Context: an optimization exercise on an open-source flow, tuned for small area. The choices shown serve that exercise and are no tape-out recipe. Function was checked by simulation only, so behaviour that the tests miss may differ from the original. Power and IR drop assume default switching activity.

==> flow/design.v <==
module pattern_controller #(
    parameter NUM_LED = 8
)(
    input  wire clk,
    input  wire reset,
    input  wire [1:0] pattern_type,   
    input  wire [2:0] color,  
    input  wire [2:0] speed,  
    output reg  start,
    output reg  [NUM_LED*24-1:0] rgb_data
);
    reg [1:0] type_reg;
    reg [2:0] color_reg;
    reg [2:0] speed_reg;
    reg [26:0] timer;
    reg [26:0] speed_timer;
    reg timer_enable;
    reg [2:0] pattern_state;
    reg [2:0] led_position;
    reg direction;  
    reg flash_state;
    localparam IDLE = 0, UPDATE = 1, RUNNING = 2;
    function [26:0] speed_value;
        input [2:0] sel;
        begin
            case (sel)
                3'd0: speed_value = 27'd50_000;    
                3'd1: speed_value = 27'd62_500;    
                3'd2: speed_value = 27'd75_000;    
                3'd3: speed_value = 27'd87_500;    
                3'd4: speed_value = 27'd100_000;   
                3'd5: speed_value = 27'd112_500;   
                3'd6: speed_value = 27'd125_000;   
                default: speed_value = 27'd137_500;  
            endcase
        end
    endfunction
    function [23:0] color_value;
        input [2:0] sel;
        begin
            case (sel)
                3'd0: color_value = 24'h00FF00;   
                3'd1: color_value = 24'hFF0000;   
                3'd2: color_value = 24'h0000FF;   
                3'd3: color_value = 24'hFFFF00;   
                3'd4: color_value = 24'hFF00FF;   
                3'd5: color_value = 24'h00FFFF;   
                3'd6: color_value = 24'hFFFFFF;   
                default: color_value = 24'h000000;   
            endcase
        end
    endfunction
    always @(posedge clk or posedge reset) begin
        if (reset) begin
            type_reg <= 2'b00;
            color_reg <= 3'b000;
            speed_reg <= 3'b000;
            rgb_data <= 0;
            start <= 0;
            timer <= 0;
            speed_timer <= 0;
            timer_enable <= 0;
            pattern_state <= IDLE;
            led_position <= 0;
            direction <= 0;
            flash_state <= 0;
        end else begin
            start <= 0;
            if ((pattern_type != type_reg) || (color != color_reg) || (speed != speed_reg)) begin
                type_reg <= pattern_type;
                color_reg <= color;
                speed_reg <= speed;
                pattern_state <= UPDATE;
                timer_enable <= 0;
                speed_timer <= 0;
            end
            case (pattern_state)
                IDLE: begin
                    timer_enable <= 0;
                    speed_timer <= 0;
                end
                UPDATE: begin
                    generate_pattern();
                    start <= 1;
                    pattern_state <= RUNNING;
                    timer_enable <= 1;
                    speed_timer <= speed_value(speed_reg);
                end
                RUNNING: begin
                    if (timer_enable) begin
                        if (speed_timer > 0) begin
                            speed_timer <= speed_timer - 1;
                        end else begin
                            update_pattern();
                            start <= 1;
                            speed_timer <= speed_value(speed_reg);
                        end
                    end
                end
            endcase
        end
    end
    task generate_pattern;
        integer i;
        begin
            case (type_reg)
                2'b00: begin  
                    for (i = 0; i < NUM_LED; i = i + 1) begin
                        rgb_data[i*24 +: 24] <= color_value(color_reg);
                    end
                    timer_enable <= 0;  
                end
                2'b01: begin  
                    for (i = 0; i < NUM_LED; i = i + 1) begin
                        if (i == 0) begin
                            rgb_data[i*24 +: 24] <= color_value(color_reg);
                        end else begin
                            rgb_data[i*24 +: 24] <= 24'h000000;
                        end
                    end
                    led_position <= 0;
                    direction <= 0;
                end
                2'b10: begin  
                    for (i = 0; i < NUM_LED; i = i + 1) begin
                        if (i == 0) begin
                            rgb_data[i*24 +: 24] <= color_value(color_reg);
                        end else begin
                            rgb_data[i*24 +: 24] <= 24'h000000;
                        end
                    end
                    led_position <= 0;
                    direction <= 0;
                end
                2'b11: begin  
                    for (i = 0; i < NUM_LED; i = i + 1) begin
                        rgb_data[i*24 +: 24] <= color_value(color_reg);
                    end
                    flash_state <= 1;
                end
            endcase
        end
    endtask
    task update_pattern;
        integer i;
        begin
            case (type_reg)
                2'b01: begin  
                    for (i = 0; i < NUM_LED; i = i + 1) begin
                        rgb_data[i*24 +: 24] <= 24'h000000;
                    end
                    led_position <= led_position + 1;
                    if (led_position >= NUM_LED) begin
                        led_position <= 0;
                    end
                    rgb_data[led_position*24 +: 24] <= color_value(color_reg);
                end
                2'b10: begin  
                    for (i = 0; i < NUM_LED; i = i + 1) begin
                        rgb_data[i*24 +: 24] <= 24'h000000;
                    end
                    if (direction == 0) begin
                        led_position <= led_position + 1;
                        if (led_position >= NUM_LED - 2) begin
                            direction <= 1;
                        end
                    end else begin
                        led_position <= led_position - 1;
                        if (led_position <= 1) begin
                            direction <= 0;
                        end
                    end
                    rgb_data[led_position*24 +: 24] <= color_value(color_reg);
                end
                2'b11: begin  
                    flash_state <= ~flash_state;
                    for (i = 0; i < NUM_LED; i = i + 1) begin
                        rgb_data[i*24 +: 24] <= flash_state ? color_value(color_reg) : 24'h000000;
                    end
                end
            endcase
        end
    endtask
endmodule
module ws2812_driver #(
    parameter NUM_LED = 8
)(
    input  wire clk,
    input  wire reset,
    input  wire start,
    input  wire [NUM_LED*24-1:0] rgb_data,
    output reg  led_data
);
    localparam T0H = 35, T0L = 80;       
    localparam T1H = 70, T1L = 60;       
    localparam RES = 6000;               
    reg [12:0] timer;
    reg [5:0] bit_cnt;
    reg [5:0] led_idx;
    reg [23:0] shift_reg;
    reg state;
    reg bit_state;
    localparam IDLE = 0, SEND = 1;
    localparam BIT_HIGH = 0, BIT_LOW = 1;
    always @(posedge clk or posedge reset) begin
        if (reset) begin
            timer <= 0;
            bit_cnt <= 0;
            led_idx <= 0;
            shift_reg <= 0;
            led_data <= 0;
            state <= IDLE;
            bit_state <= BIT_HIGH;
        end else begin
            case (state)
                IDLE: begin
                    if (start) begin
                        state <= SEND;
                        shift_reg <= rgb_data[23:0];
                        led_idx <= 0;
                        bit_cnt <= 0;
                        timer <= 0;
                        bit_state <= BIT_HIGH;
                    end
                end
                SEND: begin
                    if (bit_cnt < 24) begin
                        case (bit_state)
                            BIT_HIGH: begin
                                if (timer == 0) begin
                                    led_data <= 1;
                                    timer <= shift_reg[23] ? T1H : T0H;
                                end else if (timer == 1) begin
                                    led_data <= 0;
                                    timer <= shift_reg[23] ? T1L : T0L;
                                    bit_state <= BIT_LOW;
                                end else begin
                                    timer <= timer - 1;
                                end
                            end
                            BIT_LOW: begin
                                if (timer == 1) begin
                                    shift_reg <= {shift_reg[22:0], 1'b0};
                                    bit_cnt <= bit_cnt + 1;
                                    bit_state <= BIT_HIGH;
                                    timer <= 0;
                                end else begin
                                    timer <= timer - 1;
                                end
                            end
                        endcase
                    end else begin
                        if (led_idx < NUM_LED - 1) begin
                            led_idx <= led_idx + 1;
                            shift_reg <= rgb_data[(led_idx + 1)*24 +: 24];
                            bit_cnt <= 0;
                            timer <= 0;
                            bit_state <= BIT_HIGH;
                        end else begin
                            if (timer < RES) begin
                                led_data <= 0;
                                timer <= timer + 1;
                            end else begin
                                state <= IDLE;
                            end
                        end
                    end
                end
            endcase
        end
    end
endmodule
module top_led_controller #(
    parameter NUM_LED = 8
)(
    input  wire clk,
    input  wire reset_n,
    input  wire [1:0] pattern_type,   
    input  wire [2:0] color,  
    input  wire [2:0] speed,  
    output wire led_data
);
    wire start;
    wire [NUM_LED*24-1:0] rgb_data;
    wire reset;
    assign reset = ~reset_n;
    pattern_controller #(
        .NUM_LED(NUM_LED)
    ) u_pattern_controller (
        .clk(clk),
        .reset(reset),
        .pattern_type(pattern_type),
        .color(color),
        .speed(speed),
        .start(start),
        .rgb_data(rgb_data)
    );
    ws2812_driver #(
        .NUM_LED(NUM_LED)
    ) u_ws2812_driver (
        .clk(clk),
        .reset(reset),
        .start(start),
        .rgb_data(rgb_data),
        .led_data(led_data)
    );
endmodule
==> flow/run.sh <==
#!/bin/bash
# synth_recipe.tcl (not shown) runs the flow's synth.tcl, then flattens the netlist and writes it again
# the make line also repeats each setting of config.mk as NAME=value (left out here)
make -C /OpenROAD-flow-scripts/flow DESIGN_CONFIG=/design/flow/config.mk WORK_HOME=/design/flow/orfs CLKGATE_MAP_FILE= SYNTH_SCRIPT=/design/flow/synth_recipe.tcl finish
==> flow/config.mk <==
export PLATFORM = sky130hd
export DESIGN_NAME = top_led_controller
export DESIGN_NICKNAME = top_led_controller
export VERILOG_FILES = /design/flow/design.v
export SDC_FILE = /design/flow/constraint.sdc
export NUM_CORES = 4
export LEC_CHECK = 0
export CAP_MARGIN = 20
export CORE_MARGIN = 2
export CORE_UTILIZATION = 40
export PLACE_DENSITY = 0.6
export SLEW_MARGIN = 20
==> flow/constraint.sdc <==
create_clock -name core_clock -period 10.0 [get_ports {clk}]
set_input_delay 2.0000 -clock core_clock [delete_from_list [all_inputs] [get_ports {clk}]]
set_output_delay 2.0000 -clock core_clock [all_outputs]
set_load 0.01 [all_outputs]
==> results by group <==
Floorplanning
  – Die area: 0.0223 mm²
  – I/O pins: 11
  – Die height: 149 µm
  – Core area: 0.0209 mm²
  – Die width: 149 µm
  – Initial Util: 0.405
  – Rows: 53

Critical path
  – CP Capture Type: flip-flop
  – Crit path DAT: 5080 ps
  – R2r endpoint: u_ws2812_driver.shift_reg[14]
  – CP Launch Type: flip-flop
  – Worst-case reg-to-reg path depth: 11
  – Crit path max fanout: 25
  – Crit path required time: 10,340 ps
  – Setup Crit Path Kind: reg -> reg
  – Reg2reg setup slack: 5260 ps
  – RR Startpoint: u_ws2812_driver.led_idx[0]

STA
  – Tmin final: 4740 ps
  – Setup violations, final: 0
  – FMAX: 211 MHz
  – Slew headroom: 0.319
  – Final hold slack: 491 ps
  – Final-report hold violation count: 0
  – Slew Limit Fails: 0
  – Worst slew pin tran: 1020 ps
  – Unrepaired setup endpoints after global routing: no
  – Clk_skew: 12.6 ps
  – Fin crit share: 0.474
  – TNS Setup: 0 ps

Min path
  – End of the worst hold path: u_pattern_controller.speed_timer[4]
  – Hold path startpoint: u_pattern_controller.speed_timer[4]
  – WHS Path Cells: 1
  – Worst Hold Class: reg -> reg

Cells and area
  – Fin area: 0.00926 mm²
  – Storage element area: 0.00300 mm²
  – Multi-input gate area: 0.00506 mm²
  – Share of post-route cells with drive strength above 1: 0.0782
  – Synth-to-layout area growth: 9.45%
  – Largest register FFs: 27
  – Diodes inserted: 0
  – Nets: 1,001
  – Fillers: 2,051

Drt
  – Vias: 7,409
  – WL/cell: 16.8 µm
  – Drt pass-1 iters: 5
  – # DRC: 0
  – Detail Route Antenna Nets: 0
  – Final Routed Wirelength: 20.9 mm
  – Initial DRC Count: 626
  – Vias/cell: 5.94

Pwr
  – Combinational Power Share: 0.179
  – Switching pwr: 0.484 mW
  – Sequential share of power: 0.421
  – VDD IR max: 0.114 mV
  – Clock network fraction of total power: 0.401
  – Sw Ratio: 0.309
  – P_int: 1.08 mW
  – Static leakage: 3.94 nW
  – Power per Cell Area: 169 mW/mm²

CTS
  – Worst-path clk slew: 60 ps
  – Root Driver: clkbuf_16
  – H-tree depth: 4
  – CTS Hold Bufs: 0
  – CTS tree: built
  – PostCTS Resize Cnt: 0
  – Post-CTS setup buffer count: 0
  – CTS Buf Count: 17
  – Worst-Skew Late Latency: 430 ps
  – # clock sinks: 120
  – Clock Tree Buf Depth: 2

Yosys
  – Cell variety after synth: 84
  – Ys Warns: 2
  – Top FF cell, synth: dfrtp_1
  – Yosys reg bits: 120
  – Syn Std Cell Area: 0.00846 mm²
  – Asr flop ratio synth: 1.00
  – Sequential share of the synthesized area: 0.355
  – Number of flops mapped to enable cells by yosys: 0
  – Mapped Cells: 986
  – Mapped Nets: 1,028
  – Syn avg cell area: 8.58 µm²

Job
  – Max Cap Viol: 0

Global route
  – Initial antenna violation count: 0
  – All-Layer GR Usage: 0.197
  – Global-route wire length before repair: 35.5 mm
  – Largest net degree at the start of global routing: 72
  – Total gr overflow: 0
  – Vias in the first global route: 6,897

Placed design
  – DPL Wire Length: 14.7 mm
  – Dpl cell area: 0.00866 mm²
  – Gp weighted congestion: 0.920
  – Port bufs: 10

Run status
  – Status: complete, no violations
per-stage QoR:
step           setup WS, ps  std cells  power, mW  utilization
6_report               5260       1247       1.56        0.443
5_1_grt                4770       1247       1.65        0.443
4_1_cts                5280       1247       1.58        0.443
3_5_place_dp           5310       1215      0.943        0.415
3_3_place_gp           5430       1215      0.941        0.415
2_1_floorplan          6550        986      0.863            -
how the worst max path moves through the flow:
stage | start | end | slack (ps) | cells after the start
2_1_floorplan | u_ws2812_driver.led_idx[0] | u_ws2812_driver.shift_reg[15] | 6550 | 14
3_3_place_gp | u_ws2812_driver.led_idx[0] | u_ws2812_driver.shift_reg[15] | 5430 | 11
5_1_grt | u_ws2812_driver.led_idx[0] | u_ws2812_driver.shift_reg[15] | 4770 | 11
4_1_cts | u_ws2812_driver.led_idx[0] | u_ws2812_driver.shift_reg[14] | 5280 | 11
3_5_place_dp | u_ws2812_driver.led_idx[0] | u_ws2812_driver.shift_reg[14] | 5310 | 11
6_report | u_ws2812_driver.led_idx[0] | u_ws2812_driver.shift_reg[14] | 5260 | 11
routing by layer:
metal  global-route usage  wire length [µm]  share of wire
met2                0.301              9490           0.45
met1                0.284             10300           0.49
met4               0.0562               265          0.013
met5                    0                 0              0
met3               0.0375               879          0.042
cell type report:
type,count,share of cell area
multi-input cells,772,0.546
flip-flops and latches,120,0.324
clock buffers,21,0.0519
well taps,275,0.0371
repair buffers,15,0.0146
inverters,33,0.0134
clock inverters,11,0.0130
worst max-delay path, cell delays in order, from the launching register on:
cell and delay (ps):
dfrtp_1 850, inv_1 260, ha_1 1010, inv_1 150, ha_1 340, a21oi_1 120
xnor2_1 520, nor2_1 110, a311o_1 340, a2111oi_1 570, nor3_2 200, a21oi_1 180
synth_stat cells, types with 7 or more instances:
library cell,number,area share
a21oi_1,78,0.046
a22oi_1,8,0.0071
a31oi_1,23,0.017
and3_1,9,0.0067
buf_2,14,0.0083
clkbuf_1,40,0.018
dfrtp_1,120,0.35
ha_1,31,0.046
inv_1,33,0.015
mux4_1,9,0.028
mux4_2,7,0.019
nand2_1,101,0.045
nand2b_1,8,0.0059
nand3_1,29,0.017
nand4_1,11,0.0081
nor2_1,109,0.048
nor2b_1,11,0.0081
nor3_1,32,0.019
nor4_1,10,0.0074
o211ai_1,15,0.013
o21a_1,16,0.014
o21ai_0,70,0.041
o22ai_1,12,0.0089
o31ai_1,12,0.011
or2_2,8,0.0059
xnor2_1,22,0.023
xor2_1,11,0.011
power by group through the flow:
stage               combinational [mW]  clock [mW]  sequential (mW)
floorplan                        0.258           0            0.604
global placement                 0.278           0            0.663
detailed placement               0.279           0            0.664
CTS                              0.280       0.639            0.656
global route                     0.318       0.661            0.671
finish                           0.280       0.627            0.658
logic make-up after synthesis:
group	Yosys count	share of synthesized area
flops	120	0.355
xor+xnor	33	0.0342
compound gates	319	0.249
simple gates	366	0.212
fa+ha+maj	32	0.0482
mux	22	0.0540
buf+inv	94	0.0483
placed cells by master (no fill, tap or decap), types with 16 or more instances in the layout:
| cell type | instances |
|---|---|
| nor2_1 | 107 |
| xnor2_1 | 22 |
| inv_1 | 33 |
| a21oi_1 | 78 |
| nor3_1 | 32 |
| nand3_1 | 29 |
| ha_1 | 31 |
| nand2_1 | 101 |
| clkbuf_16 | 17 |
| dfrtp_1 | 120 |
| a31oi_1 | 23 |
| o21a_1 | 16 |
| o21ai_0 | 70 |

-- port drivers added, routing unchanged --
The flow's constraints put no driver on any port. The routed layout listed below was extracted and timed again, unchanged, in two steps.
Step 1 sets driving cells, clkbuf_16 on the clock port and buf_2 on the other inputs (assumed; they add their load-dependent delay and slew).
Step 2 times the ports against the registers' clock, not the clock port: input delays grow and output delays shrink by t, the midpoint of the rising clock arrivals with the driver on.
a / b / c = no drivers / after step 1 / after step 2; a / b = the first two.
t, ns: 0.466
setup slack, ns: 5.262 / 5.262 / 5.262
hold slack, ns: 0.491 / 0.491 / 0.491
worst slew at a driven data input, ns: 0.03
pins driven straight from the clock port: 1
After both steps setup and hold are still met in this run. The setup slack of this run moves by 0.000 ns with the drivers and by 0.000 ns with both steps.
